Source: an optimization exercise on an open RTL-to-GDS flow (aim: small area and a short achievable clock period). Production flows keep margins and buffers that such runs may drop.
The RTL was checked by simulation tests, not by an equivalence proof against the original design.
No activity file was given, so power comes from the tool's default toggle rates.

[design/flow/design.v]
module contador(clock, clear, out);
input clear, clock;
output [1:0] out;
reg [1:0] out;
always @(posedge clock) begin
	if(!clear) 
        out <= out + 1'b1;
	else out  <= 2'b00;
end
endmodule
module register(in, enable, clk, out);
input [15:0] in;
input enable, clk;
output [15:0] out;
reg [15:0] out;
always @(posedge clk) begin
	if(enable)
		out <= in;
end
endmodule
module decodificador(in, out);
input [2:0] in;
output [7:0] out;
reg [7:0] out;
always @(in) begin
    out = 8'b00000000;
    out[7 - in] = 1'b1; 
end
endmodule
module sinal(in, controle, out);
input [15:0] in;
input controle;
output reg [15:0] out;
always @(in or controle) begin
	if(controle)
		out = - in;
	else
		out = in;
end
endmodule
module ula(in_a, in_b, op_select, out);
    input [15:0] in_a, in_b;     
    input op_select;   
    output reg [15:0] out; 
    always @(*) begin
        case (op_select)
            1'b1: out = in_a + in_b;    
            1'b0: out = ~(in_a & in_b); 
        endcase
    end
endmodule 
module extensor(inn, out);
input [15:0]  inn;
output [15:0] out;
reg [15:0] out;
always @(inn) begin
	if(inn[9] == 1)
		out = {6'b111111, inn[9:0]};
	else
		out = {6'b000000, inn[9:0]};
end
endmodule
module mult(
	imediat, 
	r0,
	r1,
	r2,
	r3,
	r4,
	r5,
	r6,
	r7,
	r,
	imediat_select, 
	reg_select,
	r_select,
	bus);
input [15:0] imediat, r0, r1, r2, r3, r4, r5, r6, r7, r;
input imediat_select, r_select;
input [7:0] reg_select;
output [15:0] bus;
reg [15:0] bus;
 always @(*) begin
 	if(imediat_select == 1)begin
 		bus = imediat;
 	end
 	else if(r_select == 1)begin
 		bus = r;
 	end
 	else if(reg_select == 8'b10000000)begin
 		bus = r0;
 	end 
 	else if(reg_select == 8'b01000000)begin
 		bus = r1;
 	end 
 	else if(reg_select == 8'b00100000)begin
 		bus = r2;
 	end 
 	else if(reg_select == 8'b00010000)begin
 		bus = r3;
 	end 
 	else if(reg_select == 8'b00001000)begin
 		bus = r4;
 	end 
 	else if(reg_select == 8'b00000100)begin
 		bus = r5;
 	end 
 	else if(reg_select == 8'b00000010)begin
 		bus = r6;
 	end 
 	else if(reg_select == 8'b00000001)begin
 		bus = r7;
 	end
 	else bus = 16'b0000000000000000; 
 end
endmodule
module unidade_controle
(
clk,
in, 
resetn,
cont,
reg_select,
r_select,
immediate_select,
r0_enable, 
r1_enable,
r2_enable,
r3_enable,
r4_enable,
r5_enable,
r6_enable,
r7_enable,
a_enable,
r_enable,
opSelect,
clear,
negativo
);
input clk;
input [8:0] in;
input [1:0] cont;
input resetn;
output reg r_select, immediate_select;
output reg [7:0] reg_select;
output reg r0_enable, r1_enable, r2_enable, r3_enable, r4_enable, r5_enable, r6_enable, r7_enable, a_enable, r_enable, clear;
output reg opSelect, negativo;
reg [2:0] opcode;
reg [2:0] register1, register2;
reg [1:0] status;
reg negar;
wire [7:0] outRegister1, outRegister2, outEnableRegister;
decodificador d1(register1, outRegister1);
decodificador d2(register2, outRegister2);
decodificador d3(register1, outEnableRegister);
always @(*) begin
	opcode = {in[8], in[7], in[6]};
	register1 = {in[5], in[4], in[3]};
	register2 = {in[2], in[1], in[0]};
	clear = !resetn;
end
always @(posedge clk) begin
	if(!resetn) begin
		opSelect <= 1;
		status <= 2'b00;
		negar <= 0;
	end
	else if(cont == 2'b00) begin
		if(opcode == 3'b111) begin
				opSelect <= 1;  
				status <= 2'b01;
				negar <= 0;
		end
		else if(opcode == 3'b101) begin
				opSelect <= 1;  
				status <= 2'b11;
				negar <= 0;
		end
		else if(opcode == 3'b000) begin
			opSelect <= 1; 
			status <= 2'b00;
			negar <= 0;
		end 
		else if(opcode == 3'b001) begin
				opSelect <= 1; 
				status <= 2'b00;
				negar <= 1;
		end
		else if(opcode == 3'b010) begin
				opSelect <= 0;  
				status <= 2'b00;
				negar <= 0;
		end
		else if(opcode == 3'b100) begin
				opSelect <= 1;  
				status <= 2'b01;
				negar <= 0;
		end
	end
end
always @(*) begin
	r_select = 0;
	immediate_select = 0;
	reg_select = 8'b00000000;
	a_enable = 0;
	r_enable = 0;
	negativo = 0;
	r0_enable = 0;
	r1_enable = 0;
	r2_enable = 0;
	r3_enable = 0;
	r4_enable = 0;
	r5_enable = 0;
	r6_enable = 0;
	r7_enable = 0;
	case (cont)
			2'b00:begin 
			end
			2'b01:begin 
				a_enable = 1;
				if(status == 2'b00)
					reg_select = outRegister1;
			end
			2'b10:begin 
				r_enable = 1;
				if(status != 2'b11)
					reg_select = outRegister2;
				else
					immediate_select = 1;
				negativo = negar;
			end
			2'b11:begin 
				r_select = 1;
				r0_enable = outEnableRegister[7] & resetn;
				r1_enable = outEnableRegister[6] & resetn;
				r2_enable = outEnableRegister[5] & resetn;
				r3_enable = outEnableRegister[4] & resetn;
				r4_enable = outEnableRegister[3] & resetn;
				r5_enable = outEnableRegister[2] & resetn;
				r6_enable = outEnableRegister[1] & resetn;
				r7_enable = outEnableRegister[0] & resetn;
			end
		endcase
end
endmodule
module processador(clk, iin, resetn, outProcessador);
input clk, resetn;
input [15:0] iin;
output [15:0] outProcessador;
reg [1:0] cont;
reg [2:0] hop;           
reg [7:0] sel;           
reg [15:0] X, Y;
wire [2:0] op = iin[15:13];
wire [2:0] rx = iin[12:10];
wire [2:0] ry = iin[9:7];
wire c0 = (cont == 2'd0);
wire c3 = (cont == 2'd3);
wire rep = (op == 3'b011) || (op == 3'b110);
always @(posedge clk) begin
	if (!resetn) cont <= 2'd0;
	else cont <= cont + 2'd1;
end
always @(posedge clk) begin
	if (!resetn) hop <= 3'b000;
	else if (c0 && !rep) hop <= op;
end
wire [7:0] rx_oh = 8'd1 << rx;
wire [7:0] ry_oh = 8'd1 << ry;
always @(posedge clk)
	sel <= c0 ? ry_oh : rx_oh;
wire [7:0] rsel = c0 ? rx_oh : sel;
wire [15:0] rq [0:7];
genvar g;
generate for (g = 0; g < 8; g = g + 1) begin : R
	reg [15:0] q;
	always @(posedge clk)
		if (c3 && resetn && sel[g]) q <= X;
	assign rq[g] = q;
end endgenerate
wire [15:0] rd = ({16{rsel[0]}} & rq[0]) | ({16{rsel[1]}} & rq[1]) |
                 ({16{rsel[2]}} & rq[2]) | ({16{rsel[3]}} & rq[3]) |
                 ({16{rsel[4]}} & rq[4]) | ({16{rsel[5]}} & rq[5]) |
                 ({16{rsel[6]}} & rq[6]) | ({16{rsel[7]}} & rq[7]);
wire h_sub = (hop == 3'b001);
wire h_nan = (hop == 3'b010);
wire h_ldi = (hop == 3'b101);
wire h_mov = hop[2] & ~h_ldi;       
wire go = (cont == 2'd1);
reg k_inv, k_sub, k_nan, k_ldi, k_pass;
always @(posedge clk) begin
	k_inv  <= c0 & (rep ? h_sub : (op == 3'b001));
	k_sub  <= go & h_sub;
	k_nan  <= go & h_nan;
	k_ldi  <= go & h_ldi;
	k_pass <= ~go | h_mov;
end
wire [15:0] imm = {{6{iin[9]}}, iin[9:0]};
wire [15:0] sum = X + Y;
reg [15:0] alu;
always @(*) begin
	if (k_pass) alu = Y ^ {16{k_inv}};
	else if (k_ldi) alu = imm;
	else if (k_nan) alu = ~(X & Y);
	else alu = sum ^ {16{k_sub}};
end
always @(posedge clk) begin
	Y <= rd;
	X <= alu;
end
assign outProcessador = X;
endmodule
[design/flow/flow/run.sh]
#!/bin/bash
# Standard layout (the standard.sh, unchanged synthesis) with two layout
# choices added to config.mk: clock tree synthesis without dummy load cells,
# plain buf_2 cells as the port buffers, and no gate cloning in timing repair.
set -o pipefail
cat >> config.mk <<'EOT'
export CTS_ARGS = -sink_clustering_enable -repair_clock_nets -sink_clustering_size 20 -buf_list sky130_fd_sc_hd__clkbuf_8 -dont_use_dummy_load
export BUFFER_PORTS_ARGS = -buffer_cell sky130_fd_sc_hd__buf_2
export SKIP_GATE_CLONING = 1
EOT
bash standard.sh finish > standard.log 2>&1
[design/flow/standard.sh]
#!/bin/bash
# synth_recipe.tcl (not shown) runs the flow's synth.tcl, then flattens the netlist and writes it again
# the make line also repeats each setting of config.mk as NAME=value (left out here)
make -C /OpenROAD-flow-scripts/flow DESIGN_CONFIG=/design/flow/config.mk WORK_HOME=/design/flow/orfs CLKGATE_MAP_FILE= SYNTH_SCRIPT=/design/flow/synth_recipe.tcl "${@:-finish}"
[design/flow/config.mk]
export PLATFORM = sky130hd
export DESIGN_NAME = processador
export DESIGN_NICKNAME = processador
export VERILOG_FILES = /design/flow/design.v
export SDC_FILE = /design/flow/constraint.sdc
export NUM_CORES = 4
export LEC_CHECK = 0
export ABC_CLOCK_PERIOD_IN_PS = 2500
export CAP_MARGIN = 20
export CORE_MARGIN = 2
export CORE_UTILIZATION = 55
export CTS_BUF_LIST = sky130_fd_sc_hd__clkbuf_8
export CTS_CLUSTER_SIZE = 20
export PLACE_DENSITY = 0.7
export SETUP_SLACK_MARGIN = 4.6
export SLEW_MARGIN = 20
export CTS_ARGS = -sink_clustering_enable -repair_clock_nets -sink_clustering_size 20 -buf_list sky130_fd_sc_hd__clkbuf_8 -dont_use_dummy_load
export BUFFER_PORTS_ARGS = -buffer_cell sky130_fd_sc_hd__buf_2
export SKIP_GATE_CLONING = 1
[design/flow/constraint.sdc]
create_clock -name core_clock -period 7.0 [get_ports {clk}]
set_input_delay 1.4000 -clock core_clock [delete_from_list [all_inputs] [get_ports {clk}]]
set_output_delay 1.4000 -clock core_clock [all_outputs]
set_load 0.01 [all_outputs]
==> metrics.csv, run 1 <==
metric;value;unit
hold_viol;0;
overflow;0;
hold-worst-slack;0.482;ns
detail-route-antenna-nets;0;
vias_per_cell;6.34;
place_ws;4.07;ns
synth_top_family_by_area;compound AO/OA/AOI/OAI gates;
wl_per_cell;23.2;um
yosys.area_share.simple;7.25;%
via_count;4925;
top_usage_layer;met2;
hp-class;register to register;
rsz0062_at_grt;no;
p_switching;0.897;mW
die_area;14500;um2
grt_use_met1;37.0;%
synthFlopType;edfxtp_1;
dpl.hpwl;10700;um
ys_types;54;
area.growth.synth_to_final;13.4;%
syn-num-nets;590;
io_buffers;33;
fmax;418;MHz
ir_drop;0.000172;V
synth_cells;552;
finalPower;2.81;mW
dieHeight;121;um
drv_slew;0;
grt_start_max_net_pins;37;
die-width;121;um
p_sw_share;32.0;%
ctsLongestPathBuffers;2;
grtUsageMet3;5.85;%
clkPwrFrac;18.5;%
grt_pass1_vias;4806;
synth-seq-cells;178;
cts.htree.levels;4;
postRouteWirelength;18000;um
initial_core_util;56.4;%
fin_skew;0.0233;ns
gp_congestion;0.853;
fin_setup_tns;0;ns
syn_area;7470;um2
final_common_cell;edfxtp_1;
start_kind;input port;
synth_compound_area_share;15.9;%
gr-usage-met2;39.3;%
p_int;1.91;mW
syn_avg_cell_area;13.5;um2
synth_adder_area_share;3.45;%
max_cap_violations;0;
seq_power_share;49.6;%
antenna_found_initial;0;
grt_usage;25.9;%
worstSetupPathType;input port to register;
period_share;34.1;%
layout_common_cells;128 x edfxtp_1, 34 x dfxtp_1, 33 x a22oi_1;
grt_pass1_wl;27200;um
synth_xor_area_share;5.16;%
combPwrFrac;31.9;%
boundaryPins;34;
p_leak;3.04;nW
synth_edf_count;128;
async_flop_share;0;%
clock-sinks;178;
yosys_warnings;1;
arrival;2.70;ns
worst_slew_pin_slew;0.983;ns
synthMuxAreaShare;1.26;%
cts_root_buf;clkbuf_8;
crit_path_end_kind;register;
clkTransAtPathRegs;0.08;ns
ys_seq_area_share;64.8;%
drtPass1Iterations;5;
outcome;finished clean;
drive_gt1_share;22.8;%
power.density;331;nW/um2
crit_fanout;14;
fin_ws;4.61;ns
drcViolationCount;0;
core;13200;um2
cts_buffers;17;
drt_iter0_drc;488;
rows;42;
antenna_cells;0;
crit_required;7.31;ns
fin_nets;641;
min_period;2.39;ns
cts_tree;built;
relSlewSlack;34.4;%
setup_viol;0;
worst_skew_pair.late_latency;0.45;ns
-- path summary, 6_finish.rpt --
kind,start,slack [ns],cells past startpoint,endpoint
worst max-delay path,iin[10],4.61,6,Y[12]$_DFF_P_
worst min-delay path,R[0].q[14]$_DFFE_PP_,0.48,2,Y[14]$_DFF_P_
worst max register to register,Y[0]$_DFF_P_,4.71,8,X[14]$_DFF_P_
worst min register to register,R[0].q[14]$_DFFE_PP_,0.48,2,Y[14]$_DFF_P_
-- through the flow --
stage | cells | util (%) | instance area [um2]
final | 777 | 64.0 | 8470
after global routing | 777 | 64.0 | 8470
after CTS | 771 | 63.4 | 8400
after detailed placement | 737 | 60.0 | 7950
after global placement | 736 | 60.0 | 7940
after floorplan | 552 | - | 7730
-- synthesized netlist by cell type, drive strengths merged, types with 15 or more instances --
cell / count / area share (%)
a221oi: 19 / 2.3
edfxtp: 128 / 51
a22oi: 35 / 3.5
a21oi: 26 / 1.7
dfxtp: 50 / 13
xor2: 23 / 2.7
xnor2: 21 / 2.5
clkbuf: 15 / 0.75
ha: 19 / 3.2
nand3: 24 / 1.6
a22o: 18 / 2.1
nand2: 21 / 1.1
-- repair_timing --
action                                  in CTS  in global routing
resized for setup                           34                  3
hold buffers                                 0                  0
endpoints found under the setup margin      35                 13
pin swaps                                    0                  2
buffers inserted                            17                  6
-- worst max-delay path: stages --
cell,delay (ns)
buf_2,0.15
nor3b_1,0.16
mux2_4,0.38
a22o_1,0.23
a221oi_2,0.22
nand3_1,0.15
-- registers in the layout (all words and copies together) (netlist names) --
| name | cells |
|---|---|
| k_ldi | 1 |
| k_sub | 1 |
| hop | 3 |
| Y | 16 |
| cont | 2 |
| k_inv | 1 |
| k_pass | 1 |
| sel | 8 |
| R.q | 128 |
| X | 16 |
| k_nan | 1 |
-- layout make-up --
type                            count  area, um2
Clock buffer                       17        234
Fill cell                        1022       4770
Inverter                           10       37.5
Multi-Input combinational cell    335       2670
Sequential cell                   178       4900
Tap cell                          176        220
Timing Repair Buffer               61        410
-- power by group through the flow --
stage,sequential (mW),clock (mW),combinational [mW]
final,1.39,0.519,0.897
after global routing,1.40,0.568,0.984
after CTS,1.39,0.527,0.866
after detailed placement,1.47,0,0.706
after global placement,1.46,0,0.690
after floorplan,1.41,0,0.542
-- metal layers --
metal / share of wire (%) / wire (um) / vias to the layer above
li1: - / - / 2247
met1: 45 / 8170 / 2457
met2: 46 / 8260 / 194
met3: 6.8 / 1230 / 27
met4: 1.9 / 348 / 0
met5: 0 / 0 / -
-- kinds of logic (layout without fill, tap and decap cells) --
kind of cell    count (synthesis)  after routing
compound gates                160            160
xor+xnor                       44             44
fa+ha+maj                      20             20
buf+inv                        39             88
flops                         178            178
mux                             9              9
simple gates                  102            102
==> inputs of run 2 (changes only) <==
--- a/design/flow/flow/run.sh
+++ b/design/flow/flow/run.sh
@@ -3,3 +3,3 @@
 # choices added to config.mk: clock tree synthesis without dummy load cells,
-# plain buf_2 cells as the port buffers, and no gate cloning in timing repair.
+# and plain buf_2 cells as the port buffers.
 set -o pipefail
@@ -8,3 +8,2 @@
 export BUFFER_PORTS_ARGS = -buffer_cell sky130_fd_sc_hd__buf_2
-export SKIP_GATE_CLONING = 1
 EOT
--- a/design/flow/config.mk
+++ b/design/flow/config.mk
@@ -18,2 +18 @@
 export BUFFER_PORTS_ARGS = -buffer_cell sky130_fd_sc_hd__buf_2
-export SKIP_GATE_CLONING = 1
==> run 2 against run 1 <==
Compared with the run above: utilization unchanged; critical path depth unchanged; sequential power about the same; final cell count unchanged; highest routed layer unchanged; synthesized cell count unchanged; clock power about the same; final area unchanged; largest cell class unchanged.
==> metrics.csv, run 2 <==
metric;value;unit;change
outcome;finished clean;;
async_flop_share;0;%;unchanged
cp_slowest_cell;mux2_4;;
area.growth.synth_to_final;13.4;%;unchanged
arrival;2.70;ns;about the same
fill_cells;1022;;unchanged
worstSetupPathType;input port to register;;
p_leak;3.04;nW;unchanged
ctsLongestPathBuffers;2;;unchanged
r2r_start;Y[0]$_DFF_P_;;
cts_root_buf;clkbuf_8;;
reg.largest.list;R.q x128, X x16, Y x16;;
grt_pass1_vias;4806;;unchanged
synth.largest_area_cell;edfxtp_1;;
cts_tree;built;;
ff2ff_path_depth;8;;unchanged
synth_common_cells;128 x edfxtp_1, 50 x dfxtp_1, 35 x a22oi_1;;
cts.htree.levels;4;;unchanged
synth.most_common_cell;edfxtp_1;;
rsz0062_at_grt;no;;
io_buffers;33;;unchanged
clock-sinks;178;;unchanged
fmax;418;MHz;unchanged
synth_cells;552;;unchanged
grt_usage;25.9;%;unchanged
drtPass1Iterations;5;;unchanged
worst_skew_pair.late_latency;0.45;ns;about the same
antenna_found_initial;0;;unchanged
ys_types;54;;unchanged
reg2reg_to;X[14]$_DFF_P_;;
cp_cell_sequence;buf_2 -> nor3b_1 -> mux2_4 -> a22o_1 -> a221oi_2 -> nand3_1;;
crit_required;7.31;ns;about the same
cpPeakStageDelay;0.38;ns;about the same
setup_viol;0;;unchanged
synth_edf_count;128;;unchanged
hp-class;register to register;;
ir_drop;0.000172;V;unchanged
detail-route-antenna-nets;0;;unchanged
synth-seq-cells;178;;unchanged
syn_avg_cell_area;13.5;um2;unchanged
ys_seq_area_share;64.8;%;unchanged
antenna_cells;0;;unchanged
die-width;121;um;unchanged
finalPower;2.81;mW;unchanged
fin_nets;641;;unchanged
fin_skew;0.0233;ns;unchanged
min_period;2.39;ns;unchanged
final_common_cell;edfxtp_1;;
top_register;R.q;;
crit_path_end_kind;register;;
die_area;14500;um2;unchanged
drv_slew;0;;unchanged
cp-startpoint;iin[10];;
vias_per_cell;6.34;;unchanged
cts_buffers;17;;unchanged
max_cap_violations;0;;unchanged
drive_gt1_share;22.8;%;unchanged
hold-worst-slack;0.482;ns;unchanged
overflow;0;;unchanged
worst_slew_pin_slew;0.983;ns;unchanged
boundaryPins;34;;unchanged
rows;42;;unchanged
fin_setup_tns;0;ns;unchanged
hold_depth;2;;unchanged
wl_per_cell;23.2;um;unchanged
synthFlopType;edfxtp_1;;
min_from;R[0].q[14]$_DFFE_PP_;;
drt_iter0_drc;488;;unchanged
grt_pass1_wl;27200;um;unchanged
yosys_warnings;1;;unchanged
synth_top_area_share;51.4;%;unchanged
initial_core_util;56.4;%;unchanged
syn-num-nets;590;;unchanged
period_share;34.1;%;unchanged
largest_register_ffs;128;;unchanged
relSlewSlack;34.4;%;unchanged
hold_viol;0;;unchanged
min_to;Y[14]$_DFF_P_;;
r2r_slack;4.71;ns;about the same
layout_common_cells;128 x edfxtp_1, 34 x dfxtp_1, 33 x a22oi_1;;
power.density;331;nW/um2;unchanged
drcViolationCount;0;;unchanged
clkTransAtPathRegs;0.08;ns;about the same
dpl.hpwl;10700;um;unchanged
postRouteWirelength;18000;um;unchanged
via_count;4925;;unchanged
grt_start_max_net_pins;37;;unchanged
gp_congestion;0.853;;unchanged
crit_fanout;14;;unchanged
dieHeight;121;um;unchanged
syn_area;7470;um2;unchanged
start_kind;input port;;
core;13200;um2;unchanged
synth_area_leaders;edfxtp_1 51%, dfxtp_1 13%, a22oi_1 3.5%, ha_1 3.2%, xor2_1 2.7%;;
==> run 2: cell counts in the layout (fill, tap and decap cells not counted) <==
Identical to the previous run, type by type.
==> run 2: metrics by stage <==
step	worst slack (ns)	utilization [%]	instance area, um2	cells
2_1_floorplan	4.44	-	7730	552
3_3_place_gp	4.12	60.0	7940	736
3_5_place_dp	4.07	60.0	7950	737
4_1_cts	4.54	63.4	8400	771
5_1_grt	4.60	64.0	8470	777
6_report	4.61	64.0	8470	777
==> run 2: kinds of logic after synthesis <==
logic type | share of synthesized area [%]
AO/OA/AOI/OAI | 15.9
flip-flops | 64.8
buffers and inverters | 2.16
adder cells (fa/ha/maj) | 3.45
multiplexers | 1.26
XOR/XNOR | 5.16
AND/OR/NAND/NOR | 7.25
==> run 2: how the worst max path moves through the flow <==
stage | endpoint | cells past startpoint
after floorplan | X[13]$_DFF_P_ | 5
after global placement | Y[13]$_DFF_P_ | 6
after detailed placement | Y[6]$_DFF_P_ | 6
after CTS | outProcessador[2] | 1
after global routing | Y[12]$_DFF_P_ | 7
final | Y[12]$_DFF_P_ | 6
==> run 2: final cells by class <==
class / instances / area [um2] / share of cell area, %
sequential: 178 / 4900 / 57.9
multi-input combinational: 335 / 2670 / 31.5
timing repair buffer: 61 / 410 / 4.84
clock buffer: 17 / 234 / 2.76
tap: 176 / 220 / 2.60
inverter: 10 / 37.5 / 0.443
==> run 2: critical path, delay by kind of cell <==
| family | cells | cell delay (ns) |
|---|---|---|
| simple gates | 2 | 0.31 |
| buf+inv | 1 | 0.15 |
| compound gates | 2 | 0.45 |
| mux | 1 | 0.38 |
==> run 2: repair_timing <==
item / CTS / global route
gates resized for setup: 34 / 3
pin swaps: 0 / 2
buffers inserted: 17 / 6
hold buffers: 0 / 0
endpoints found under the setup margin: 35 / 13
==> run 2: layer usage <==
metal  up-vias  part of all wire (%)  global-route usage, %
met3        27                   6.8                   5.85
met2       194                    46                   39.3
met5         -                     0                      0
li1       2247                     -                      -
met1      2457                    45                   37.0
met4         0                   1.9                   9.52
==> run 2: power by group <==
| group | leakage (nW) | switching [mW] | internal, mW |
|---|---|---|---|
| clock network | 0.122 | 0.305 | 0.215 |
| logic | 1.34 | 0.512 | 0.386 |
| registers | 1.58 | 0.0810 | 1.31 |
==> inputs of run 3 (changes only) <==
--- a/design/flow/config.mk
+++ b/design/flow/config.mk
@@ -10,6 +10,4 @@
 export CORE_MARGIN = 2
-export CORE_UTILIZATION = 55
-export CTS_BUF_LIST = sky130_fd_sc_hd__clkbuf_8
-export CTS_CLUSTER_SIZE = 20
-export PLACE_DENSITY = 0.7
+export CORE_UTILIZATION = 65
+export PLACE_DENSITY = 0.8
 export SETUP_SLACK_MARGIN = 4.6
==> run 3 against run 2 <==
Compared with the run above: final area is 0.47% lower; clock-buffer cell count did not move; largest cell class unchanged; clock power is essentially flat; critical path depth is 4 lower; first-iteration DRC count up 15%; still clean; via count increased by 1.3%; routed wire length fell by 0.22%; combinational power increased by 0.9%; largest power group unchanged; power barely moved; global-route usage grew 4.3 points.
==> metrics.csv, run 3 <==
metric;value;unit;change
core;11300;um2;-15%
fmax;419;MHz;about the same
power.density;333;nW/um2;+0.55%
grt_usage;30.3;%;+4.3 points
max_cap_violations;0;;unchanged
drcViolationCount;0;;unchanged
final_common_cell;edfxtp_1;;
syn_avg_cell_area;13.5;um2;unchanged
synth.largest_area_cell;edfxtp_1;;
die_area;12400;um2;-15%
yosys_warnings;1;;unchanged
cts_tree;built;;
area.growth.synth_to_final;12.8;%;
antenna_found_initial;0;;unchanged
ir_drop;0.000198;V;+15%
fin_skew;0.0191;ns;-0.00426 ns
drt_iter0_drc;563;;+15%
setup_viol;0;;unchanged
arrival;2.44;ns;-0.26 ns
gp_congestion;0.890;;+4.4%
synthFlopType;edfxtp_1;;
grt_pass1_wl;27800;um;+2.2%
stdcell_area;8430;um2;-0.47%
rsz0062_at_grt;no;;
fin_ws;4.61;ns;+0.00208 ns
drive_gt1_share;23.1;%;+0.29 points
drv_slew;0;;unchanged
postRouteWirelength;18000;um;-0.22%
ys_seq_area_share;64.8;%;unchanged
cts_buffers;17;;unchanged
reg.largest.list;R.q x128, X x16, Y x16;;
hold_viol;0;;unchanged
async_flop_share;0;%;unchanged
clkTransAtPathRegs;0.09;ns;about the same
ctsLongestPathBuffers;2;;unchanged
crit_required;7.06;ns;-0.25 ns
cts_root_buf;clkbuf_8;;
synth_area_leaders;edfxtp_1 51%, dfxtp_1 13%, a22oi_1 3.5%, ha_1 3.2%, xor2_1 2.7%;;
top_register;R.q;;
fill_cells;725;;-29%
synth.most_common_cell;edfxtp_1;;
cp_cell_sequence;buf_2 -> and3_1;;
vias_per_cell;6.70;;+5.6%
clock-sinks;178;;unchanged
drtPass1Iterations;5;;unchanged
detail-route-antenna-nets;0;;unchanged
synth_common_cells;128 x edfxtp_1, 50 x dfxtp_1, 35 x a22oi_1;;
cp_num_buf_inv;1;;unchanged
initial_core_util;66.0;%;+9.6 points
worst_slew_pin_slew;1.08;ns;+0.100 ns
cpPeakStageDelay;0.83;ns;+0.45 ns
io_buffers;33;;unchanged
layout_common_cells;128 x edfxtp_1, 34 x dfxtp_1, 33 x a22oi_1;;
largest_register_ffs;128;;unchanged
via_count;4988;;+1.3%
die-width;111;um;-7.7%
dieHeight;111;um;-7.7%
p_leak;3.05;nW;about the same
critPathTopFamily;simple AND/OR/NAND/NOR gates;;
grt_start_max_net_pins;37;;unchanged
worst_skew_pair.late_latency;0.46;ns;about the same
utilization;74.5;%;+11 points
hp-class;register to register;;
synth-seq-cells;178;;unchanged
synth_edf_count;128;;unchanged
period_share;34.1;%;about the same
place_ws;4.12;ns;+0.0524 ns
start_kind;input port;;
crit_fanout;16;;+2
fin_nets;642;;+0.16%
rows;39;;-7.1%
fin_setup_tns;0;ns;unchanged
synth_top_area_share;51.4;%;unchanged
syn-num-nets;590;;unchanged
grt_pass1_vias;4981;;+3.6%
crit_path_end_kind;register;;
antenna_cells;0;;unchanged
cp_slowest_cell;and3_1;;
place_area;7910;um2;-0.57%
ys_types;54;;unchanged
boundaryPins;34;;unchanged
syn_area;7470;um2;unchanged
wl_per_cell;24.1;um;+4.1%
relSlewSlack;27.8;%;-6.6 points
synth_cells;552;;unchanged
dpl.hpwl;10600;um;-1.3%
overflow;0;;unchanged
min_period;2.39;ns;-0.00208 ns
worstSetupPathType;input port to register;;
outcome;finished clean;;
cts.htree.levels;4;;unchanged
[run 3: cell counts after synthesis]
No cell type changed its count.
[run 3: kinds of logic after synthesis]
family	share of synthesized area, %
AO/OA/AOI/OAI	15.9
XOR/XNOR	5.16
adder cells (fa/ha/maj)	3.45
buffers and inverters	2.16
flip-flops	64.8
multiplexers	1.26
AND/OR/NAND/NOR	7.25
[run 3: final cells by class]
cell class	instances	area [um2]	share of cell area, %
Tap cell	143	179	2.12
Inverter	10	37.5	0.445
Clock buffer	17	234	2.77
Multi-Input combinational cell	335	2670	31.6
Sequential cell	178	4900	58.2
Timing Repair Buffer	62	410	4.87
[run 3: through the flow]
| stage | hold WS, ns | total power, mW | instances |
|---|---|---|---|
| 2_1_floorplan | 0.440 | 1.95 | 552 |
| 3_3_place_gp | 0.451 | 2.14 | 704 |
| 3_5_place_dp | 0.470 | 2.17 | 704 |
| 4_1_cts | 0.459 | 2.77 | 737 |
| 5_1_grt | 0.466 | 2.94 | 745 |
| 6_report | 0.454 | 2.81 | 745 |
[run 3: repair_timing]
| item | 4_1_cts | 5_1_grt |
|---|---|---|
| endpoints found under the hold margin | 0 | 0 |
| setup endpoints to repair | 20 | 32 |
| hold buffers | 0 | 0 |
| resized for setup | 34 | 3 |
| buffers inserted | 16 | 8 |
| pin swaps | 0 | 2 |
[run 3: where the power goes]
part / switching [mW] / leakage (nW) / internal, mW
logic: 0.519 / 1.34 / 0.386
clock network: 0.304 / 0.122 / 0.215
registers: 0.0768 / 1.58 / 1.31
[run 3: worst paths after layout]
| kind | start | to | slack (ns) | cells past startpoint |
|---|---|---|---|---|
| worst min-delay path | X[11]$_DFF_P_ | R[3].q[11]$_DFFE_PP_ | 0.45 | 0 |
| worst min register to register | X[11]$_DFF_P_ | R[3].q[11]$_DFFE_PP_ | 0.45 | 0 |
| worst max register to register | Y[0]$_DFF_P_ | X[12]$_DFF_P_ | 4.72 | 8 |
| worst max-delay path | resetn | R[6].q[0]$_DFFE_PP_ | 4.61 | 2 |
[run 3: routing by layer]
layer  track usage (%)  vias up  wire (um)
met5                 0        -          0
met2              46.2      285       8360
met1              42.9     2416       7360
li1                  -     2252          -
met3              6.12       35       1820
met4              12.9        0        431
==> inputs of run 4 (changes only) <==
--- a/design/flow/flow/run.sh
+++ b/design/flow/flow/run.sh
@@ -6,3 +6,3 @@
 cat >> config.mk <<'EOT'
-export CTS_ARGS = -sink_clustering_enable -repair_clock_nets -sink_clustering_size 20 -buf_list sky130_fd_sc_hd__clkbuf_8 -dont_use_dummy_load
+export CTS_ARGS = -sink_clustering_enable -repair_clock_nets -sink_clustering_size 30 -buf_list "sky130_fd_sc_hd__clkbuf_4 sky130_fd_sc_hd__clkbuf_8" -dont_use_dummy_load
 export BUFFER_PORTS_ARGS = -buffer_cell sky130_fd_sc_hd__buf_2
--- a/design/flow/config.mk
+++ b/design/flow/config.mk
@@ -10,7 +10,9 @@
 export CORE_MARGIN = 2
-export CORE_UTILIZATION = 65
-export PLACE_DENSITY = 0.8
+export CORE_UTILIZATION = 55
+export CTS_BUF_LIST = sky130_fd_sc_hd__clkbuf_8
+export CTS_CLUSTER_SIZE = 20
+export PLACE_DENSITY = 0.7
 export SETUP_SLACK_MARGIN = 4.6
 export SLEW_MARGIN = 20
-export CTS_ARGS = -sink_clustering_enable -repair_clock_nets -sink_clustering_size 20 -buf_list sky130_fd_sc_hd__clkbuf_8 -dont_use_dummy_load
+export CTS_ARGS = -sink_clustering_enable -repair_clock_nets -sink_clustering_size 30 -buf_list "sky130_fd_sc_hd__clkbuf_4 sky130_fd_sc_hd__clkbuf_8" -dont_use_dummy_load
 export BUFFER_PORTS_ARGS = -buffer_cell sky130_fd_sc_hd__buf_2
==> run 4 against run 3 <==
Compared with the run above: still clean on timing, DRC and antenna; die area grew 18%; non-clock buffer count shrank 1; routed wire length grew 0.22%; flip-flop and latch count is the same; largest cell class unchanged; highest routed layer unchanged.
==> metrics.csv, run 4 <==
metric;value;unit;change
outcome;finished clean;;
relSlewSlack;34.4;%;+6.6 points
syn-num-nets;590;;unchanged
detail-route-antenna-nets;0;;unchanged
gp_congestion;0.853;;-4.2%
critPathTopFamily;compound AO/OA/AOI/OAI gates;;
fin_setup_tns;0;ns;unchanged
synth_edf_count;128;;unchanged
combPwrFrac;31.9;%;-0.3 points
reg.largest.list;R.q x128, X x16, Y x16;;
drv_slew;0;;unchanged
vias_per_cell;6.34;;-5.3%
grt_pass1_vias;4806;;-3.5%
fin_nets;641;;-0.16%
boundaryPins;34;;unchanged
arrival;2.70;ns;+0.26 ns
ir_drop;0.000172;V;-13%
antenna_found_initial;0;;unchanged
finalPower;2.81;mW;about the same
crit_fanout;14;;-2
hp-class;register to register;;
cts_tree;built;;
synthFlopType;edfxtp_1;;
cp_cell_sequence;buf_2 -> nor3b_1 -> mux2_4 -> a22o_1 -> a221oi_2 -> nand3_1;;
power.density;331;nW/um2;-0.54%
clkPwrFrac;18.5;%;about the same
initial_core_util;56.4;%;-9.6 points
synth.largest_area_cell;edfxtp_1;;
fin_skew;0.0233;ns;+0.00426 ns
via_count;4925;;-1.3%
cp_num_buf_inv;1;;unchanged
final_common_cell;edfxtp_1;;
fin_ws;4.61;ns;-0.00208 ns
synth_top_area_share;51.4;%;unchanged
p_switching;0.897;mW;-0.21%
top_register;R.q;;
setup_viol;0;;unchanged
rsz0062_at_grt;no;;
antenna_cells;0;;unchanged
synth_cells;552;;unchanged
place_ws;4.07;ns;-0.0524 ns
min_period;2.39;ns;+0.00208 ns
hold-worst-slack;0.482;ns;+0.0280 ns
period_share;34.1;%;about the same
grt_start_max_net_pins;37;;unchanged
synth.most_common_cell;edfxtp_1;;
grt_usage;25.9;%;-4.3 points
synth_area_leaders;edfxtp_1 51%, dfxtp_1 13%, a22oi_1 3.5%, ha_1 3.2%, xor2_1 2.7%;;
yosys_warnings;1;;unchanged
cp_slowest_cell;mux2_4;;
dieHeight;121;um;+8.4%
cts_buffers;17;;unchanged
synth-seq-cells;178;;unchanged
worst_skew_pair.late_latency;0.45;ns;about the same
cpPeakStageDelay;0.38;ns;-0.45 ns
area.growth.synth_to_final;13.4;%;
syn_area;7470;um2;unchanged
ctsLongestPathBuffers;2;;unchanged
cts_root_buf;clkbuf_8;;
max_cap_violations;0;;unchanged
overflow;0;;unchanged
clkTransAtPathRegs;0.08;ns;about the same
drtPass1Iterations;5;;unchanged
wl_per_cell;23.2;um;-3.9%
crit_required;7.31;ns;+0.25 ns
async_flop_share;0;%;unchanged
layout_common_cells;128 x edfxtp_1, 34 x dfxtp_1, 33 x a22oi_1;;
worstSetupPathType;input port to register;;
p_sw_share;32.0;%;-0.043 points
worst_slew_pin_slew;0.983;ns;-0.100 ns
core;13200;um2;+17%
hold_viol;0;;unchanged
cts.htree.levels;4;;unchanged
drive_gt1_share;22.8;%;-0.29 points
cts_hold_buf;0;;unchanged
postRouteWirelength;18000;um;+0.22%
ys_seq_area_share;64.8;%;unchanged
drt_iter0_drc;488;;-13%
clock-sinks;178;;unchanged
largest_register_ffs;128;;unchanged
syn_avg_cell_area;13.5;um2;unchanged
die-width;121;um;+8.4%
p_leak;3.04;nW;about the same
p_int;1.91;mW;about the same
die_area;14500;um2;+18%
dpl.hpwl;10700;um;+1.3%
synth_common_cells;128 x edfxtp_1, 50 x dfxtp_1, 35 x a22oi_1;;
ys_types;54;;unchanged
start_kind;input port;;
crit_path_end_kind;register;;
drcViolationCount;0;;unchanged
io_buffers;33;;unchanged
rows;42;;+7.7%
grt_pass1_wl;27200;um;-2.2%
fmax;418;MHz;about the same
seq_power_share;49.6;%;+0.2 points
## run 4: cells by family after synthesis
| group | share of synthesized area [%] |
|---|---|
| XOR/XNOR | 5.16 |
| AND/OR/NAND/NOR | 7.25 |
| AO/OA/AOI/OAI | 15.9 |
| buffers and inverters | 2.16 |
| multiplexers | 1.26 |
| flip-flops | 64.8 |
| adder cells (fa/ha/maj) | 3.45 |
## run 4: worst min-delay path, cell delays in order (launching register included)
cell      delay [ns]
edfxtp_1        0.35
a221oi_2        0.06
nand3_1         0.05
## run 4: per-stage QoR
stage | area (um2) | utilization [%] | cells
2_1_floorplan | 7730 | - | 552
5_1_grt | 8470 | 64.0 | 777
3_5_place_dp | 7950 | 60.0 | 737
4_1_cts | 8400 | 63.4 | 771
3_3_place_gp | 7940 | 60.0 | 736
6_report | 8470 | 64.0 | 777
## run 4: path summary, 6_finish.rpt
path                             start  slack, ns            end  cells past startpoint
setup reg to reg          Y[0]$_DFF_P_       4.71  X[14]$_DFF_P_                      8
setup / recovery               iin[10]       4.61  Y[12]$_DFF_P_                      6
hold reg to reg   R[0].q[14]$_DFFE_PP_       0.48  Y[14]$_DFF_P_                      2
hold / removal    R[0].q[14]$_DFFE_PP_       0.48  Y[14]$_DFF_P_                      2
## run 4: timing repair
action,4_1_cts,5_1_grt
endpoints found under the setup margin,35,13
setup buffers,17,6
pin swaps,0,2
resized for setup,34,3
## run 4: area by class of cell
type | count | area, um2
Tap cell | 176 | 220
Inverter | 10 | 37.5
Fill cell | 1022 | 4770
Clock buffer | 17 | 234
Multi-Input combinational cell | 335 | 2670
Timing Repair Buffer | 61 | 410
Sequential cell | 178 | 4900
## run 4: per-layer routing
layer,up-vias,global-route usage [%],share of wire (%)
met5,-,0,0
met4,0,9.52,1.9
met2,194,39.3,46
met1,2457,37.0,45
met3,27,5.85,6.8
li1,2247,-,-
## run 4: power groups by stage
stage	Sequential [mW]	Clock, mW	Combinational [mW]
final	1.39	0.519	0.897
after global routing	1.40	0.568	0.984
after CTS	1.39	0.527	0.866
after detailed placement	1.47	0	0.706
after global placement	1.46	0	0.690
after floorplan	1.41	0	0.542
==> inputs of run 5 (changes only) <==
--- a/design/flow/design.v
+++ b/design/flow/design.v
@@ -259,2 +259,3 @@
 wire rep = (op == 3'b011) || (op == 3'b110);
+wire [2:0] eop = rep ? hop : op;     
 always @(posedge clk) begin
@@ -269,5 +270,6 @@
 wire [7:0] ry_oh = 8'd1 << ry;
+wire e_mov = (eop == 3'b100) || (eop == 3'b111);
 always @(posedge clk)
-	sel <= c0 ? ry_oh : rx_oh;
-wire [7:0] rsel = c0 ? rx_oh : sel;
+	sel <= (c0 && e_mov) ? 8'd0 : rx_oh;
+wire [7:0] rsel = c0 ? ry_oh : sel;
 wire [15:0] rq [0:7];
@@ -287,3 +289,2 @@
 wire h_ldi = (hop == 3'b101);
-wire h_mov = hop[2] & ~h_ldi;       
 wire go = (cont == 2'd1);
@@ -291,3 +292,3 @@
 always @(posedge clk) begin
-	k_inv  <= c0 & (rep ? h_sub : (op == 3'b001));
+	k_inv  <= c0 & (eop == 3'b001);
 	k_sub  <= go & h_sub;
@@ -295,6 +296,6 @@
 	k_ldi  <= go & h_ldi;
-	k_pass <= ~go | h_mov;
+	k_pass <= ~go;
 end
 wire [15:0] imm = {{6{iin[9]}}, iin[9:0]};
-wire [15:0] sum = X + Y;
+wire [15:0] sum = X + Y + {15'd0, k_sub};
 reg [15:0] alu;
@@ -304,3 +305,3 @@
 	else if (k_nan) alu = ~(X & Y);
-	else alu = sum ^ {16{k_sub}};
+	else alu = sum;
 end
--- a/design/flow/flow/run.sh
+++ b/design/flow/flow/run.sh
@@ -6,3 +6,3 @@
 cat >> config.mk <<'EOT'
-export CTS_ARGS = -sink_clustering_enable -repair_clock_nets -sink_clustering_size 30 -buf_list "sky130_fd_sc_hd__clkbuf_4 sky130_fd_sc_hd__clkbuf_8" -dont_use_dummy_load
+export CTS_ARGS = -sink_clustering_enable -repair_clock_nets -sink_clustering_size 12 -buf_list "sky130_fd_sc_hd__clkbuf_4 sky130_fd_sc_hd__clkbuf_8" -sink_clustering_buffer sky130_fd_sc_hd__clkbuf_4 -dont_use_dummy_load
 export BUFFER_PORTS_ARGS = -buffer_cell sky130_fd_sc_hd__buf_2
--- a/design/flow/config.mk
+++ b/design/flow/config.mk
@@ -16,3 +16,3 @@
 export SLEW_MARGIN = 20
-export CTS_ARGS = -sink_clustering_enable -repair_clock_nets -sink_clustering_size 30 -buf_list "sky130_fd_sc_hd__clkbuf_4 sky130_fd_sc_hd__clkbuf_8" -dont_use_dummy_load
+export CTS_ARGS = -sink_clustering_enable -repair_clock_nets -sink_clustering_size 12 -buf_list "sky130_fd_sc_hd__clkbuf_4 sky130_fd_sc_hd__clkbuf_8" -sink_clustering_buffer sky130_fd_sc_hd__clkbuf_4 -dont_use_dummy_load
 export BUFFER_PORTS_ARGS = -buffer_cell sky130_fd_sc_hd__buf_2
==> run 5 against run 4 <==
Compared with the run above: critical path depth decreased by 5; flip-flop and latch count stayed put; sequential share of layout area rose by 1.8 points; area after synthesis down 1.6%; final area shrank 3.0%.
==> metrics.csv, run 5 <==
metric;value;unit;change
crit_required;5.60;ns;-1.71 ns
boundaryPins;34;;unchanged
crit_fanout;2;;-12
cts_tree;built;;
drcViolationCount;0;;unchanged
synth.most_common_cell;edfxtp_1;;
stdcell_area;8220;um2;-3.0%
ir_drop;0.000181;V;+5.2%
top_usage_layer;met2;;
die_area;14300;um2;-1.6%
cts_root_buf;clkbuf_8;;
overflow;0;;unchanged
postRouteWirelength;17400;um;-3.5%
outcome;finished clean;;
grt_pass1_wl;26500;um;-2.6%
worstSetupPathType;register to primary output;;
syn_avg_cell_area;13.6;um2;+0.38%
gr-usage-met2;38.9;%;-0.41 points
syn-num-nets;580;;-1.7%
synth_edf_count;128;;unchanged
grtUsageMet3;6.75;%;+0.90 points
rsz0062_at_grt;no;;
synth_area_leaders;edfxtp_1 52%, dfxtp_1 14%, a22oi_1 3.3%, ha_1 3.2%, a22o_1 2.1%;;
place_area;7700;um2;-3.1%
cts_buffers;17;;unchanged
period_share;33.6;%;-0.49 points
core;13100;um2;-0.79%
relSlewSlack;41.0;%;+6.6 points
power.density;312;nW/um2;-6.0%
detail-route-antenna-nets;0;;unchanged
ys_types;52;;-3.7%
crit_path_end_kind;primary output;;
clkPwrFrac;20.2;%;+1.7 points
combPwrFrac;27.2;%;-4.7 points
layout_common_cells;128 x edfxtp_1, 33 x dfxtp_1, 32 x a22oi_1;;
vias_per_cell;6.17;;-2.6%
drv_slew;0;;unchanged
async_flop_share;0;%;unchanged
cp_cell_sequence;buf_2;;
wl_per_cell;22.5;um;-2.8%
initial_core_util;56.0;%;-0.47 points
min_period;2.36;ns;-0.0343 ns
antenna_cells;0;;unchanged
place_ws;4.01;ns;-0.0572 ns
synth_top_area_share;52.3;%;+0.85 points
grt_usage;25.4;%;-0.55 points
synth_cells;541;;-2.0%
synth_common_cells;128 x edfxtp_1, 50 x dfxtp_1, 32 x a22oi_1;;
hold-worst-slack;0.458;ns;-0.0241 ns
p_sw_share;30.2;%;-1.8 points
antenna_found_initial;0;;unchanged
synth-seq-cells;178;;unchanged
clock-sinks;178;;unchanged
largest_register_ffs;128;;unchanged
seq_power_share;52.6;%;+3.0 points
hold_viol;0;;unchanged
cp_num_buf_inv;1;;unchanged
dp.cells;734;;-0.41%
ctsLongestPathBuffers;2;;unchanged
synth.largest_area_cell;edfxtp_1;;
rows;42;;unchanged
fmax;425;MHz;+1.5%
p_switching;0.772;mW;-14%
dieHeight;120;um;-0.79%
fin_cells;772;;-0.64%
cts.htree.levels;4;;unchanged
worst_slew_pin_slew;0.885;ns;-0.0982 ns
fin_setup_tns;0;ns;unchanged
cts_hold_buf;0;;unchanged
critPathTopFamily;flip-flops;;
die-width;120;um;-0.79%
reg.largest.list;R.q x128, X x16, Y x16;;
fin_ws;4.64;ns;+0.0343 ns
gp_congestion;0.839;;-1.6%
grt_use_met1;35.7;%;-1.3 points
fin_nets;637;;-0.62%
fin_skew;0.0218;ns;-0.00150 ns
final_common_cell;edfxtp_1;;
drt_iter0_drc;514;;+5.3%
grt_pass1_vias;4642;;-3.4%
cp_slowest_cell;dfxtp_4;;
arrival;0.96;ns;-1.74 ns
hp-class;register to register;;
drive_gt1_share;20.3;%;-2.5 points
dpl.hpwl;10300;um;-4.3%
clkTransAtPathRegs;0.09;ns;about the same
top_register;R.q;;
yosys_warnings;1;;unchanged
grt_start_max_net_pins;37;;unchanged
p_leak;2.95;nW;-3.1%
ys_seq_area_share;65.9;%;+1.1 points
io_buffers;33;;unchanged
start_kind;register;;
syn_area;7350;um2;-1.6%
via_count;4767;;-3.2%
worst_skew_pair.late_latency;0.45;ns;about the same
p_int;1.79;mW;-6.4%
area.growth.synth_to_final;11.8;%;
setup_viol;0;;unchanged
drtPass1Iterations;5;;unchanged
max_cap_violations;0;;unchanged
cpPeakStageDelay;0.38;ns;about the same
synthFlopType;edfxtp_1;;
-- run 5: layout make-up --
type / instances / area (um2)
well taps: 176 / 220
inverters: 17 / 63.8
clock buffers: 17 / 234
fillers: 1021 / 4920
flip-flops and latches: 178 / 4910
repair buffers: 61 / 392
multi-input cells: 323 / 2400
-- run 5: power by group through the flow --
stage / Clock, mW / Combinational [mW] / Sequential [mW]
3_5_place_dp: 0 / 0.539 / 1.42
3_3_place_gp: 0 / 0.524 / 1.41
2_1_floorplan: 0 / 0.401 / 1.37
6_report: 0.516 / 0.697 / 1.35
4_1_cts: 0.522 / 0.669 / 1.35
5_1_grt: 0.559 / 0.771 / 1.35
-- run 5: repair_timing --
action	CTS	global route
endpoints found under the hold margin	0	0
pin swaps	0	2
resized for setup	36	12
gates cloned	0	0
setup buffers	15	6
setup endpoints to repair	52	29
-- run 5: cells by family after synthesis --
group / Yosys count / synth area share [%]
DFF: 178 / 65.9
AOI/OAI and AO/OA: 160 / 16.6
and+or+nand+nor: 111 / 7.76
buffers and inverters: 40 / 2.21
xor gates and xnor gates: 26 / 3.10
adders and majority gates: 21 / 3.78
muxes: 5 / 0.681
-- run 5: final timing paths --
check	startpoint	end	slack, ns	cells past startpoint
max	X[12]$_DFF_P_	outProcessador[12]	4.64	1
min	R[0].q[7]$_DFFE_PP_	Y[7]$_DFF_P_	0.46	2
max reg2reg	Y[0]$_DFF_P_	X[10]$_DFF_P_	4.74	9
min reg2reg	R[0].q[7]$_DFFE_PP_	Y[7]$_DFF_P_	0.46	2
-- run 5: layer usage --
layer  wire, um  vias up
met3       1180       16
met2       8240      145
met5          0        -
met1       7800     2405
li1           -     2201
met4        175        0
-- run 5: tightest hold or removal path, stage by stage (launching register included) --
cell      delay [ns]
edfxtp_1        0.32
a22oi_1         0.06
nand3_1         0.07
-- run 5: per-stage QoR --
step	utilization, %	power [mW]
floorplan	-	1.77
finish	62.6	2.56
global placement	58.6	1.94
CTS	61.9	2.54
global route	62.6	2.68
detailed placement	58.6	1.96
==> inputs of run 6 (changes only) <==
==> design/flow/flow/run.sh (replaced) <==
#!/bin/bash
# Standard layout (the standard.sh, unchanged synthesis) with two layout
# choices added to config.mk: clock tree synthesis without dummy load cells,
# and plain buf_2 cells as the port buffers.
set -o pipefail
cat >> config.mk <<'EOT'
export CTS_ARGS = -sink_clustering_enable -repair_clock_nets -sink_clustering_size 20 -buf_list sky130_fd_sc_hd__clkbuf_8 -dont_use_dummy_load
export BUFFER_PORTS_ARGS = -buffer_cell sky130_fd_sc_hd__buf_2
EOT
bash standard.sh finish > standard.log 2>&1
--- a/design/flow/config.mk
+++ b/design/flow/config.mk
@@ -14,5 +14,5 @@
 export PLACE_DENSITY = 0.7
-export SETUP_SLACK_MARGIN = 4.6
+export SETUP_SLACK_MARGIN = 4.65
 export SLEW_MARGIN = 20
-export CTS_ARGS = -sink_clustering_enable -repair_clock_nets -sink_clustering_size 12 -buf_list "sky130_fd_sc_hd__clkbuf_4 sky130_fd_sc_hd__clkbuf_8" -sink_clustering_buffer sky130_fd_sc_hd__clkbuf_4 -dont_use_dummy_load
+export CTS_ARGS = -sink_clustering_enable -repair_clock_nets -sink_clustering_size 20 -buf_list sky130_fd_sc_hd__clkbuf_8 -dont_use_dummy_load
 export BUFFER_PORTS_ARGS = -buffer_cell sky130_fd_sc_hd__buf_2
==> run 6 against run 5 <==
Compared with the run above: critical path depth increased by 6; clock power barely moved; clock skew increased by 0.0016 ns; area after synthesis unchanged; utilization is 1.8 points higher; sequential share of layout area shrank 1.7 points; still clean on timing, DRC and antenna; synthesized cell count did not move; highest routed layer unchanged; flip-flop and latch count stayed put.
==> metrics.csv, run 6 <==
metric;value;unit;change
cts_buffers;17;;unchanged
relSlewSlack;33.6;%;-7.4 points
grt_start_max_net_pins;37;;unchanged
final_common_cell;edfxtp_1;;
via_count;4851;;+1.8%
area.growth.synth_to_final;15.1;%;
overflow;0;;unchanged
largest_register_ffs;128;;unchanged
cts_hold_buf;0;;unchanged
arrival;2.65;ns;+1.69 ns
yosys_warnings;1;;unchanged
syn-num-nets;580;;unchanged
detail-route-antenna-nets;0;;unchanged
cts_tree;built;;
hold_viol;0;;unchanged
ys_seq_area_share;65.9;%;unchanged
layout_common_cells;128 x edfxtp_1, 33 x dfxtp_1, 33 x buf_4;;
vias_per_cell;6.22;;+0.72%
crit_fanout;11;;+9
drv_slew;0;;unchanged
p_leak;3.04;nW;+3.1%
die_area;14300;um2;unchanged
fin_nets;645;;+1.3%
rows;42;;unchanged
ir_drop;0.000182;V;+0.68%
grt_usage;25.9;%;+0.51 points
synth_top_area_share;52.3;%;unchanged
synth.most_common_cell;edfxtp_1;;
clock-sinks;178;;unchanged
dieHeight;120;um;unchanged
worstSetupPathType;input port to register;;
clkTransAtPathRegs;0.08;ns;about the same
synth-seq-cells;178;;unchanged
grt_pass1_wl;27100;um;+2.1%
stdcell_area;8460;um2;+2.9%
synth_edf_count;128;;unchanged
synth_cells;541;;unchanged
period_share;33.4;%;-0.21 points
utilization;64.4;%;+1.8 points
antenna_found_initial;0;;unchanged
power.density;310;nW/um2;-0.56%
ctsLongestPathBuffers;2;;unchanged
fin_setup_tns;0;ns;unchanged
synth_area_leaders;edfxtp_1 52%, dfxtp_1 14%, a22oi_1 3.3%, ha_1 3.2%, a22o_1 2.1%;;
cts.htree.levels;4;;unchanged
syn_area;7350;um2;unchanged
reg.largest.list;R.q x128, X x16, Y x16;;
start_kind;input port;;
synth_common_cells;128 x edfxtp_1, 50 x dfxtp_1, 32 x a22oi_1;;
fmax;427;MHz;+0.63%
boundaryPins;34;;unchanged
dpl.hpwl;10200;um;-0.62%
die-width;120;um;unchanged
outcome;finished clean;;
crit_path_end_kind;register;;
worst_skew_pair.late_latency;0.45;ns;about the same
rsz0062_at_grt;yes;;
drtPass1Iterations;7;;+2
drcViolationCount;0;;unchanged
synth.largest_area_cell;edfxtp_1;;
hp-class;register to register;;
setup_viol;0;;unchanged
async_flop_share;0;%;unchanged
core;13100;um2;unchanged
fin_skew;0.0234;ns;+0.00156 ns
max_cap_violations;0;;unchanged
drt_iter0_drc;471;;-8.4%
io_buffers;33;;unchanged
top_register;R.q;;
crit_required;7.31;ns;+1.71 ns
synthFlopType;edfxtp_1;;
postRouteWirelength;18100;um;+3.9%
gp_congestion;0.837;;-0.21%
ys_types;52;;unchanged
initial_core_util;56.0;%;unchanged
wl_per_cell;23.2;um;+2.9%
worst_slew_pin_slew;0.994;ns;+0.110 ns
min_period;2.34;ns;-0.0148 ns
grt_pass1_vias;4805;;+3.5%
syn_avg_cell_area;13.6;um2;unchanged
antenna_cells;0;;unchanged
place_area;7730;um2;+0.37%
cts_root_buf;clkbuf_8;;
drive_gt1_share;23.0;%;+2.7 points
## run 6: cell counts after synthesis
No cell type changed its count.
## run 6: path summary, 6_finish.rpt
kind | from | endpoint | slack [ns] | depth (start not counted)
min | R[0].q[5]$_DFFE_PP_ | Y[5]$_DFF_P_ | 0.47 | 2
max | iin[8] | Y[15]$_DFF_P_ | 4.66 | 7
min reg2reg | R[0].q[5]$_DFFE_PP_ | Y[5]$_DFF_P_ | 0.47 | 2
max reg2reg | X[9]$_DFF_P_ | X[15]$_DFF_P_ | 4.72 | 8
## run 6: per-stage QoR
stage	hold slack, ns	instances	setup WS, ns	total power, mW
after floorplan	0.440	541	4.66	1.78
after global placement	0.451	730	3.91	1.94
after detailed placement	0.463	730	3.86	1.96
after CTS	0.478	770	4.65	2.57
after global routing	0.491	780	4.58	2.74
final	0.473	780	4.66	2.62
## run 6: cells by family after synthesis
| kind of cell | Yosys count | share of synthesized area [%] |
|---|---|---|
| xor+xnor | 26 | 3.10 |
| compound gates | 160 | 16.6 |
| simple gates | 111 | 7.76 |
| fa+ha+maj | 21 | 3.78 |
| mux | 5 | 0.681 |
| buf+inv | 40 | 2.21 |
| flops | 178 | 65.9 |
## run 6: layer usage
metal / routed length (um) / vias to the layer above / part of all wire [%] / track usage, %
met3: 1290 / 22 / 7.1 / 5.32
met4: 309 / 0 / 1.7 / 10.4
met5: 0 / - / 0 / 0
li1: - / 2228 / - / -
met1: 7620 / 2386 / 42 / 35.3
met2: 8850 / 215 / 49 / 41.0
## run 6: power by group
group	total [mW]	internal, mW	switching, mW	leakage [nW]
Combinational	0.746	0.331	0.414	1.34
Clock	0.518	0.215	0.304	0.122
Sequential	1.36	1.28	0.0766	1.58
## run 6: layout make-up
cell class | instances | area [um2]
timing repair buffer | 68 | 531
sequential | 178 | 4910
multi-input combinational | 324 | 2500
tap | 176 | 220
inverter | 17 | 63.8
clock buffer | 17 | 234
fill | 973 | 4680
## run 6: critical path: stages
cell	delay, ns
buf_4	0.16
nand2b_4	0.20
o22ai_1	0.11
buf_6	0.19
a22o_1	0.25
a221oi_2	0.20
nand3_1	0.12
## run 6: timing repair
item | in CTS | in global routing
hold endpoints to repair | 0 | 0
buffers inserted | 23 | 9
setup endpoints to repair | 85 | 29
gates resized for setup | 47 | 15
cloned | 0 | 1
pin swaps | 3 | 3
==> inputs of run 7 (changes only) <==
--- a/design/flow/config.mk
+++ b/design/flow/config.mk
@@ -14,3 +14,3 @@
 export PLACE_DENSITY = 0.7
-export SETUP_SLACK_MARGIN = 4.65
+export SETUP_SLACK_MARGIN = 4.55
 export SLEW_MARGIN = 20
==> run 7 against run 6 <==
Compared with the run above: via count fell by 3.7%; clock power barely moved; power fell by 4.3%; routed wire length fell by 8.3%; maximum frequency fell by 3.1%; flip-flop and latch count did not move; register-to-register slack improved by 0.02 ns; die area did not move; clock-buffer cell count did not move; synthesized cell count did not move; first-iteration DRC count fell by 30%.
==> metrics.csv, run 7 <==
metric;value;unit;change
ctsLongestPathBuffers;2;;unchanged
synth.most_common_cell;edfxtp_1;;
fin_setup_tns;0;ns;unchanged
max_cap_violations;0;;unchanged
ys_types;52;;unchanged
antenna_cells;0;;unchanged
fin_nets;624;;-3.3%
seq_power_share;55.6;%;+3.8 points
p_leak;2.88;nW;-5.3%
die-width;120;um;unchanged
dpl.hpwl;10100;um;-1.5%
rsz0062_at_grt;no;;
final_common_cell;edfxtp_1;;
critPathTopFamily;simple AND/OR/NAND/NOR gates;;
area.growth.synth_to_final;10.1;%;
start_kind;input port;;
ys_seq_area_share;65.9;%;unchanged
boundaryPins;34;;unchanged
synth_edf_count;128;;unchanged
synth.largest_area_cell;edfxtp_1;;
hold_viol;0;;unchanged
r2r_slack;4.74;ns;+0.02 ns
cts_hold_buf;0;;unchanged
synth_common_cells;128 x edfxtp_1, 50 x dfxtp_1, 32 x a22oi_1;;
cts.htree.levels;4;;unchanged
top_register;R.q;;
utilization;61.6;%;-2.8 points
gp_congestion;0.852;;+1.8%
vias_per_cell;6.16;;-1.0%
synth_area_leaders;edfxtp_1 52%, dfxtp_1 14%, a22oi_1 3.3%, ha_1 3.2%, a22o_1 2.1%;;
wl_per_cell;21.8;um;-5.7%
grt_start_max_net_pins;37;;unchanged
worst_slew_pin_slew;0.987;ns;-0.00775 ns
via_count;4673;;-3.7%
ir_drop;0.000161;V;-12%
synth_top_area_share;52.3;%;unchanged
p_switching;0.748;mW;-5.8%
syn_area;7350;um2;unchanged
overflow;0;;unchanged
drt_iter0_drc;330;;-30%
cpPeakStageDelay;0.85;ns;+0.60 ns
setup_viol;0;;unchanged
clkPwrFrac;20.5;%;+0.7 points
cp_cell_sequence;buf_2 -> and3_1;;
postRouteWirelength;16600;um;-8.3%
die_area;14300;um2;unchanged
reg.largest.list;R.q x128, X x16, Y x16;;
drtPass1Iterations;7;;unchanged
stdcell_area;8100;um2;-4.3%
finalPower;2.51;mW;-4.3%
cts_root_buf;clkbuf_8;;
drcViolationCount;0;;unchanged
synthFlopType;edfxtp_1;;
synth_cells;541;;unchanged
detail-route-antenna-nets;0;;unchanged
grt_pass1_vias;4560;;-5.1%
worst_skew_pair.late_latency;0.44;ns;about the same
fin_ws;4.59;ns;-0.0737 ns
p_int;1.76;mW;-3.6%
worstSetupPathType;input port to register;;
fin_skew;0.0209;ns;-0.00250 ns
cp_slowest_cell;and3_1;;
power.density;310;nW/um2;about the same
crit_fanout;16;;+5
cts_buffers;17;;unchanged
clkTransAtPathRegs;0.08;ns;about the same
drive_gt1_share;18.2;%;-4.8 points
p_sw_share;29.8;%;-0.49 points
initial_core_util;56.0;%;unchanged
antenna_found_initial;0;;unchanged
yosys_warnings;1;;unchanged
grt_usage;24.1;%;-1.9 points
grt_pass1_wl;25300;um;-6.7%
drv_slew;0;;unchanged
clock-sinks;178;;unchanged
layout_common_cells;128 x edfxtp_1, 34 x dfxtp_1, 33 x buf_2;;
crit_path_end_kind;register;;
cts_tree;built;;
outcome;finished clean;;
crit_required;7.05;ns;-0.26 ns
dieHeight;120;um;unchanged
rows;42;;unchanged
fmax;414;MHz;-3.1%
syn_avg_cell_area;13.6;um2;unchanged
arrival;2.46;ns;-0.19 ns
hp-class;register to register;;
combPwrFrac;23.8;%;-4.6 points
relSlewSlack;34.2;%;+0.61 points
place_ws;4.00;ns;+0.145 ns
fill_cells;1027;;+5.5%
core;13100;um2;unchanged
min_period;2.41;ns;+0.0737 ns
synth-seq-cells;178;;unchanged
period_share;34.5;%;+1.1 points
io_buffers;33;;unchanged
async_flop_share;0;%;unchanged
cp_num_buf_inv;1;;-1
syn-num-nets;580;;unchanged
place_area;7700;um2;-0.37%
largest_register_ffs;128;;unchanged
-- run 7: cell counts after synthesis --
Identical to the previous run, type by type.
-- run 7: area by class of cell --
cell class	count	area, um2	share of cell area, %
clock buffer	17	234	2.89
multi-input combinational	323	2390	29.5
timing repair buffer	48	282	3.48
inverter	17	63.8	0.788
sequential	178	4900	60.6
tap	176	220	2.72
-- run 7: final timing paths --
path	start	endpoint	cells past startpoint
setup / recovery	resetn	R[6].q[2]$_DFFE_PP_	2
hold / removal	R[4].q[11]$_DFFE_PP_	Y[11]$_DFF_P_	2
setup reg to reg	Y[0]$_DFF_P_	X[10]$_DFF_P_	9
hold reg to reg	R[4].q[11]$_DFFE_PP_	Y[11]$_DFF_P_	2
-- run 7: routing by layer --
metal	vias up	track usage, %	part of all wire (%)
met5	-	0	0
met4	0	8.16	1.4
met3	20	5.23	8.3
met2	192	37.6	47
met1	2287	33.8	43
li1	2174	-	-
-- run 7: cells by family after synthesis --
kind of cell             after synthesis  synth area share (%)
adder cells (fa/ha/maj)               21                  3.78
flip-flops                           178                  65.9
AND/OR/NAND/NOR                      111                  7.76
multiplexers                           5                 0.681
AO/OA/AOI/OAI                        160                  16.6
buffers and inverters                 40                  2.21
XOR/XNOR                              26                  3.10
-- run 7: what timing repair did --
action | CTS | global route
buffers inserted | 0 | 8
endpoints found under the setup margin | 47 | 14
gates resized for setup | 36 | 5
-- run 7: through the flow --
stage / instances / hold slack, ns
floorplan: 541 / 0.440
global placement: 734 / 0.449
detailed placement: 734 / 0.465
CTS: 751 / 0.463
global route: 759 / 0.491
finish: 759 / 0.467
-- run 7: power groups by stage --
stage | Clock (mW) | Sequential, mW | Combinational, mW
finish | 0.516 | 1.40 | 0.598
global route | 0.558 | 1.41 | 0.665
CTS | 0.519 | 1.41 | 0.545
detailed placement | 0 | 1.42 | 0.539
global placement | 0 | 1.41 | 0.527
floorplan | 0 | 1.37 | 0.400
==> inputs of run 8 (changes only) <==
--- a/design/flow/config.mk
+++ b/design/flow/config.mk
@@ -14,3 +14,3 @@
 export PLACE_DENSITY = 0.7
-export SETUP_SLACK_MARGIN = 4.55
+export SETUP_SLACK_MARGIN = 4.6
 export SLEW_MARGIN = 20
==> run 8 against run 7 <==
Compared with the run above: flip-flop and latch count did not move; highest routed layer unchanged; utilization rose by 0.93 points; via count rose by 2.0%; area after synthesis did not move; still clean on timing, DRC and antenna; final cell count rose by 1.7%; first-iteration DRC count rose by 56%; largest power group unchanged; sequential power fell by 4%.
==> metrics.csv, run 8 <==
metric;value;unit;change
dieHeight;120;um;unchanged
worst_slew_pin_slew;0.885;ns;-0.102 ns
die-width;120;um;unchanged
setup_viol;0;;unchanged
grt_pass1_wl;26500;um;+4.9%
period_share;33.6;%;-0.84 points
detail-route-antenna-nets;0;;unchanged
crit_path_end_kind;primary output;;
grt_start_max_net_pins;37;;unchanged
synth_edf_count;128;;unchanged
die_area;14300;um2;unchanged
synth_cells;541;;unchanged
cp_slowest_cell;dfxtp_4;;
fin_ws;4.64;ns;+0.0590 ns
drive_gt1_share;20.3;%;+2.1 points
clock-sinks;178;;unchanged
core;13100;um2;unchanged
largest_register_ffs;128;;unchanged
ys_types;52;;unchanged
p_sw_share;30.2;%;+0.33 points
antenna_found_initial;0;;unchanged
worstSetupPathType;register to primary output;;
wl_per_cell;22.5;um;+3.1%
yosys_warnings;1;;unchanged
place_ws;4.01;ns;+0.00641 ns
via_count;4767;;+2.0%
crit_fanout;2;;-14
hold-worst-slack;0.458;ns;-0.00939 ns
rsz0062_at_grt;no;;
antenna_cells;0;;unchanged
cp_num_buf_inv;1;;unchanged
initial_core_util;56.0;%;unchanged
synth_top_area_share;52.3;%;unchanged
fmax;425;MHz;+2.5%
reg2reg_to;X[10]$_DFF_P_;;
min_period;2.36;ns;-0.0590 ns
p_leak;2.95;nW;+2.4%
critPathTopFamily;flip-flops;;
synth.most_common_cell;edfxtp_1;;
combPwrFrac;27.2;%;+3.4 points
worst_skew_pair.late_latency;0.45;ns;about the same
clkTransAtPathRegs;0.09;ns;about the same
ctsLongestPathBuffers;2;;unchanged
synth_area_leaders;edfxtp_1 52%, dfxtp_1 14%, a22oi_1 3.3%, ha_1 3.2%, a22o_1 2.1%;;
seq_power_share;52.6;%;-3.0 points
cp_cell_sequence;buf_2;;
ff2ff_path_depth;9;;unchanged
relSlewSlack;41.0;%;+6.8 points
synth.largest_area_cell;edfxtp_1;;
syn-num-nets;580;;unchanged
hold_viol;0;;unchanged
synth-seq-cells;178;;unchanged
postRouteWirelength;17400;um;+4.9%
fin_cells;772;;+1.7%
reg.largest.list;R.q x128, X x16, Y x16;;
max_cap_violations;0;;unchanged
rows;42;;unchanged
gp_congestion;0.839;;-1.5%
cts_tree;built;;
finalPower;2.56;mW;+2.1%
syn_avg_cell_area;13.6;um2;unchanged
dp.cells;734;;unchanged
start_kind;register;;
fin_setup_tns;0;ns;unchanged
power.density;312;nW/um2;+0.53%
async_flop_share;0;%;unchanged
outcome;finished clean;;
utilization;62.6;%;+0.93 points
hp-class;register to register;;
layout_common_cells;128 x edfxtp_1, 33 x dfxtp_1, 32 x a22oi_1;;
drcViolationCount;0;;unchanged
dpl.hpwl;10300;um;+2.2%
grt_usage;25.4;%;+1.3 points
drtPass1Iterations;5;;-2
cpPeakStageDelay;0.38;ns;-0.47 ns
arrival;0.96;ns;-1.50 ns
cts.htree.levels;4;;unchanged
fill_cells;1021;;-0.58%
clkPwrFrac;20.2;%;-0.3 points
min_from;R[0].q[7]$_DFFE_PP_;;
fin_nets;637;;+2.1%
ys_seq_area_share;65.9;%;unchanged
syn_area;7350;um2;unchanged
drv_slew;0;;unchanged
vias_per_cell;6.17;;+0.29%
area.growth.synth_to_final;11.8;%;
hold_depth;2;;unchanged
r2r_start;Y[0]$_DFF_P_;;
synthFlopType;edfxtp_1;;
min_to;Y[7]$_DFF_P_;;
final_common_cell;edfxtp_1;;
io_buffers;33;;unchanged
p_int;1.79;mW;+1.6%
place_area;7700;um2;unchanged
grt_pass1_vias;4642;;+1.8%
cts_root_buf;clkbuf_8;;
synth_common_cells;128 x edfxtp_1, 50 x dfxtp_1, 32 x a22oi_1;;
fin_skew;0.0218;ns;+0.000947 ns
drt_iter0_drc;514;;+56%
stdcell_area;8220;um2;+1.5%
p_switching;0.772;mW;+3.2%
cts_buffers;17;;unchanged
[run 8: timing repair]
item	4_1_cts	5_1_grt
cloned	0	0
setup endpoints to repair	52	29
endpoints found under the hold margin	0	0
setup buffers	15	6
pin swaps	0	2
hold buffers	0	0
gates resized for setup	36	12
[run 8: worst max path at each step]
stage,start,to
2_1_floorplan,iin[7],Y[7]$_DFF_P_
5_1_grt,X[7]$_DFF_P_,outProcessador[7]
3_5_place_dp,iin[8],Y[13]$_DFF_P_
3_3_place_gp,iin[8],Y[13]$_DFF_P_
6_report,X[12]$_DFF_P_,outProcessador[12]
4_1_cts,X[0]$_DFF_P_,outProcessador[0]
[run 8: power by group through the flow]
stage	Sequential [mW]	Combinational, mW	Clock, mW
CTS	1.35	0.669	0.522
global placement	1.41	0.524	0
floorplan	1.37	0.401	0
finish	1.35	0.697	0.516
detailed placement	1.42	0.539	0
global route	1.35	0.771	0.559
[run 8: layer usage]
layer  routed length [um]  global-route usage [%]
met3                 1180                    6.75
met5                    0                       0
met1                 7800                    35.7
met2                 8240                    38.9
met4                  175                    8.24
[run 8: cells by family (layout without fill, tap and decap cells)]
group / after synthesis / count (layout) / synth area share (%)
buffers and inverters: 40 / 95 / 2.21
and+or+nand+nor: 111 / 111 / 7.76
xor gates and xnor gates: 26 / 26 / 3.10
DFF: 178 / 178 / 65.9
adders and majority gates: 21 / 21 / 3.78
muxes: 5 / 5 / 0.681
AOI/OAI and AO/OA: 160 / 160 / 16.6
[run 8: layout make-up]
| class | instances | area, um2 | area share, % |
|---|---|---|---|
| clock buffer | 17 | 234 | 2.85 |
| inverter | 17 | 63.8 | 0.776 |
| multi-input combinational | 323 | 2400 | 29.2 |
| sequential | 178 | 4910 | 59.7 |
| tap | 176 | 220 | 2.68 |
| timing repair buffer | 61 | 392 | 4.77 |
